Source: an optimization exercise on an open RTL-to-GDS flow (aim: small area). Production flows keep margins and buffers that such runs may drop. RTL that was checked went through simulation tests only; none was proved equivalent to the original. Power and IR drop assume default switching activity.

## framer
module framer (
    input  wire        aclk,
    input  wire        aresetn,
    input  wire [255:0] s_axis_tdata,
    input  wire         s_axis_tvalid,
    output wire         s_axis_tready,
    output wire [31:0] m_axi_awaddr,
    output wire        m_axi_awvalid,
    input  wire        m_axi_awready,
    output wire [31:0] m_axi_wdata,
    output wire [3:0]  m_axi_wstrb,
    output wire        m_axi_wvalid,
    input  wire        m_axi_wready,
    input  wire [1:0]  m_axi_bresp,
    input  wire        m_axi_bvalid,
    output wire        m_axi_bready,
    output wire [31:0] m_axi_araddr,
    output wire        m_axi_arvalid,
    input  wire        m_axi_arready,
    input  wire [31:0] m_axi_rdata,
    input  wire [1:0]  m_axi_rresp,
    input  wire        m_axi_rvalid,
    output wire        m_axi_rready
);
Size: roughly 830 cells after synthesis, about 410 I/O pins.
Settings: LEC_CHECK=0, CAP_MARGIN=20, CORE_MARGIN=2, CORE_UTILIZATION=60, SLEW_MARGIN=20; clock period 5.0 ns.
standard.sh (not shown) runs the stock make flow with config.mk's settings and CLKGATE_MAP_FILE= SYNTH_SCRIPT=/design/flow/synth_recipe.tcl, a recipe that flattens the netlist after the stock synthesis.
==> flow/flow/run.sh <==
#!/bin/bash
# Standard layout, with every I/O port buffered by a minimum-size buffer and
# larger clock-sink clusters without dummy loads.
set -euo pipefail
bash standard.sh BUFFER_PORTS_ARGS="-buffer_cell sky130_fd_sc_hd__buf_1" \
  CTS_ARGS="-sink_clustering_enable -repair_clock_nets -buf_list sky130_fd_sc_hd__clkbuf_8 -sink_clustering_size 20 -sink_clustering_max_diameter 100 -dont_use_dummy_load" \
  finish > standard_flow.log 2>&1
The starting point passed the timing, design-rule and antenna checks.
Change:
==> flow/flow/run.sh (replaced) <==
#!/bin/bash
# Standard layout, with every I/O port buffered by a minimum-size buffer.
set -euo pipefail
bash standard.sh BUFFER_PORTS_ARGS="-buffer_cell sky130_fd_sc_hd__buf_1" finish > standard_flow.log 2>&1
--- a/flow/config.mk
+++ b/flow/config.mk
@@ -8,4 +8,5 @@
 export CAP_MARGIN = 20
 export CORE_MARGIN = 2
-export CORE_UTILIZATION = 60
+export CORE_UTILIZATION = 40
+export CTS_BUF_LIST = sky130_fd_sc_hd__clkbuf_4
 export SLEW_MARGIN = 20
After rerunning: The changed run finished with timing, DRC and antenna clean; routed wire length climbs by about a fifth; worst hold slack gets worse by 0.11 ns; total power rose by a quarter to a third; setup slack gets better by 0.094 ns.
Change:
==> flow/flow/run.sh (replaced) <==
#!/bin/bash
# Standard layout, with every I/O port buffered by a minimum-size buffer and
# larger clock-sink clusters without dummy loads.
set -euo pipefail
bash standard.sh BUFFER_PORTS_ARGS="-buffer_cell sky130_fd_sc_hd__buf_1" \
  CTS_ARGS="-sink_clustering_enable -repair_clock_nets -buf_list sky130_fd_sc_hd__clkbuf_16 -sink_clustering_size 32 -sink_clustering_max_diameter 120 -dont_use_dummy_load" \
  finish > standard_flow.log 2>&1
--- a/flow/config.mk
+++ b/flow/config.mk
@@ -8,5 +8,4 @@
 export CAP_MARGIN = 20
 export CORE_MARGIN = 2
-export CORE_UTILIZATION = 40
-export CTS_BUF_LIST = sky130_fd_sc_hd__clkbuf_4
+export CORE_UTILIZATION = 60
 export SLEW_MARGIN = 20
After rerunning:
- worst setup slack gets better by 0.0082 ns
- design area drops by 6.1%
- fmax is about the same
- die area went down by 33%
- sequential cell count is unchanged
- synthesized cell count is unchanged
Function was not checked in any run of this note: the RTL went through the layout flow alone.

---

== the baseline ==
framer, a different RTL version from the one above (not shown whole).
For scale: about 670 cells after synthesis, ~410 I/O pins, roughly 11000 sq um of cells after synthesis.
// framer
module framer (
    input  wire        aclk,
    input  wire        aresetn,
    input  wire [255:0] s_axis_tdata,
    input  wire         s_axis_tvalid,
    output wire         s_axis_tready,
    output wire [31:0] m_axi_awaddr,
    output wire        m_axi_awvalid,
    input  wire        m_axi_awready,
    output wire [31:0] m_axi_wdata,
    output wire [3:0]  m_axi_wstrb,
    output wire        m_axi_wvalid,
    input  wire        m_axi_wready,
    input  wire [1:0]  m_axi_bresp,
    input  wire        m_axi_bvalid,
    output wire        m_axi_bready,
    output wire [31:0] m_axi_araddr,
    output wire        m_axi_arvalid,
    input  wire        m_axi_arready,
    input  wire [31:0] m_axi_rdata,
    input  wire [1:0]  m_axi_rresp,
    input  wire        m_axi_rvalid,
    output wire        m_axi_rready
);
localparam [2:0]
    S_INIT0 = 3'd0,
    S_INIT  = 3'd1,
    S_IDLE  = 3'd2,
    S_WRITE = 3'd3,
    S_TX    = 3'd4,
    S_WAIT  = 3'd5,
    S_READY = 3'd6;       
localparam [4:0]
    W_ZERO = 5'd31,
    W_C62  = 5'd29,
    W_C9   = 5'd30;
reg [255:0] data;         
reg   [2:0] state;
reg   [4:0] wsel;         
reg         ahead;        
reg         awvalid_reg;
reg         wvalid_reg;
reg         rready_reg;
reg         ar_set;       
wire in_init0 = (state == S_INIT0);
wire in_init  = (state == S_INIT);
wire in_idle  = (state == S_IDLE) | (state == S_READY);
wire tready_reg = (state == S_READY);
wire in_write = (state == S_WRITE);
wire in_tx    = (state == S_TX);
wire in_wait  = (state == S_WAIT);
wire  [4:0] idx       = wsel + {4'b0, ahead};
wire        last_word = (wsel == 5'd24) & ahead;    
wire        hs_exit   = m_axi_wready & wvalid_reg;  
wire        accept    = tready_reg & s_axis_tvalid;   
  ...
clock: 5.0 ns
lec_check: 0
cap_margin: 20
core_margin: 2
core_utilization: 60
slew_margin: 20
==> flow/flow/run.sh <==
#!/bin/bash
# Standard layout with these changes to how it is made:
#  - synthesis maps the logic with an area-oriented ABC script (flow/abc.script);
#    the registers come out of the standard synthesis unchanged,
#  - every I/O port is buffered by a minimum-size buffer,
#  - clock sinks are clustered by CTS without dummy loads,
#  - each constant output value comes from a single tie cell.
set -euo pipefail
here=$(pwd)
cat > "$here/my_synth.tcl" <<EOT
proc abc {args} {
  set i [lsearch \$args -script]
  if {\$i >= 0} { lset args [expr {\$i + 1}] {$here/flow/abc.script} }
  yosys abc {*}\$args
}
source {$here/synth_recipe.tcl}
EOT
bash standard.sh SYNTH_SCRIPT="$here/my_synth.tcl" \
  BUFFER_PORTS_ARGS="-buffer_cell sky130_fd_sc_hd__buf_1" \
  CTS_ARGS="-sink_clustering_enable -repair_clock_nets -buf_list sky130_fd_sc_hd__clkbuf_4 -sink_clustering_size 9 -sink_clustering_max_diameter 50 -dont_use_dummy_load" \
  SKIP_REPAIR_TIE_FANOUT=1 finish > standard_flow.log 2>&1
==> flow/flow/abc.script <==
strash
&get -n
&st
&dch
&nf -R 1000
&st
&dch
&nf -R 1000
&put
topo
The following lists how the candidate was set up differently from the baseline:
- CORE_UTILIZATION changed from 60 to 70
--- a/flow/flow/run.sh
+++ b/flow/flow/run.sh
@@ -18,4 +18,4 @@
 bash standard.sh SYNTH_SCRIPT="$here/my_synth.tcl" \
   BUFFER_PORTS_ARGS="-buffer_cell sky130_fd_sc_hd__buf_1" \
-  CTS_ARGS="-sink_clustering_enable -repair_clock_nets -buf_list sky130_fd_sc_hd__clkbuf_4 -sink_clustering_size 9 -sink_clustering_max_diameter 50 -dont_use_dummy_load" \
+  CTS_ARGS="-sink_clustering_enable -repair_clock_nets -buf_list sky130_fd_sc_hd__clkbuf_4 -sink_clustering_size 10 -sink_clustering_max_diameter 60 -dont_use_dummy_load" \
   SKIP_REPAIR_TIE_FANOUT=1 finish > standard_flow.log 2>&1
==> comparison <==
The worst setup slack in the candidate was lower than what the baseline gave.
The clock transition at the registers of the reported paths on the baseline is in line with that on the candidate.
Of the candidate and the baseline, the run reporting the lower number of diodes added for antenna fixing was the candidate.
Taking the baseline as the reference, in the candidate critical-path maximum fanout climbed 11; horizontal die dimension dropped 9.8 um; wire length on met3 climbed about 20%.
Relative to the baseline, the standby leakage power measured on the candidate has decreased slightly.
Between the candidate and the baseline, transition time at the pin with the least slew margin is higher for the candidate, the baseline comes in under that.
Compared with the baseline, the candidate shows a lower share of cells above drive strength 1.

-- separate check: timing with driven ports --
The results above use ideal ports. As a check the final layouts listed here were re-extracted and re-timed, cells and wires unchanged. Step 1 assumes that a clkbuf_16 drives the clock port and a buf_2 every other input. Step 2 moves the port delays by t, midway between the first and last clock arrival at a register: inputs arrive t later, outputs are due t later. That takes back most of the time a late clock gives input paths. Three values: no drivers, after step 1, after step 2; two values: the first two.
| run | shift t [ns] | slack for setup (ns) | hold WS [ns] |
|---|---|---|---|
| the first run of note 1 | 0.569 | 0.432 / 0.386 / 0.955 | 0.577 / 0.577 / 0.577 |
| the second run of note 1 | 0.719 | 0.525 / 0.482 / 1.201 | 0.467 / 0.449 / 0.572 |
| the third run of note 1 | 0.520 | 0.533 / 0.483 / 1.003 | 0.553 / 0.553 / 0.553 |
| the baseline | 0.643 | 0.626 / 0.584 / 1.228 | 0.531 / 0.515 / 0.536 |
| the candidate | 0.696 | 0.444 / 0.403 / 1.099 | 0.465 / 0.453 / 0.560 |
After both steps every run listed still meets setup and hold.
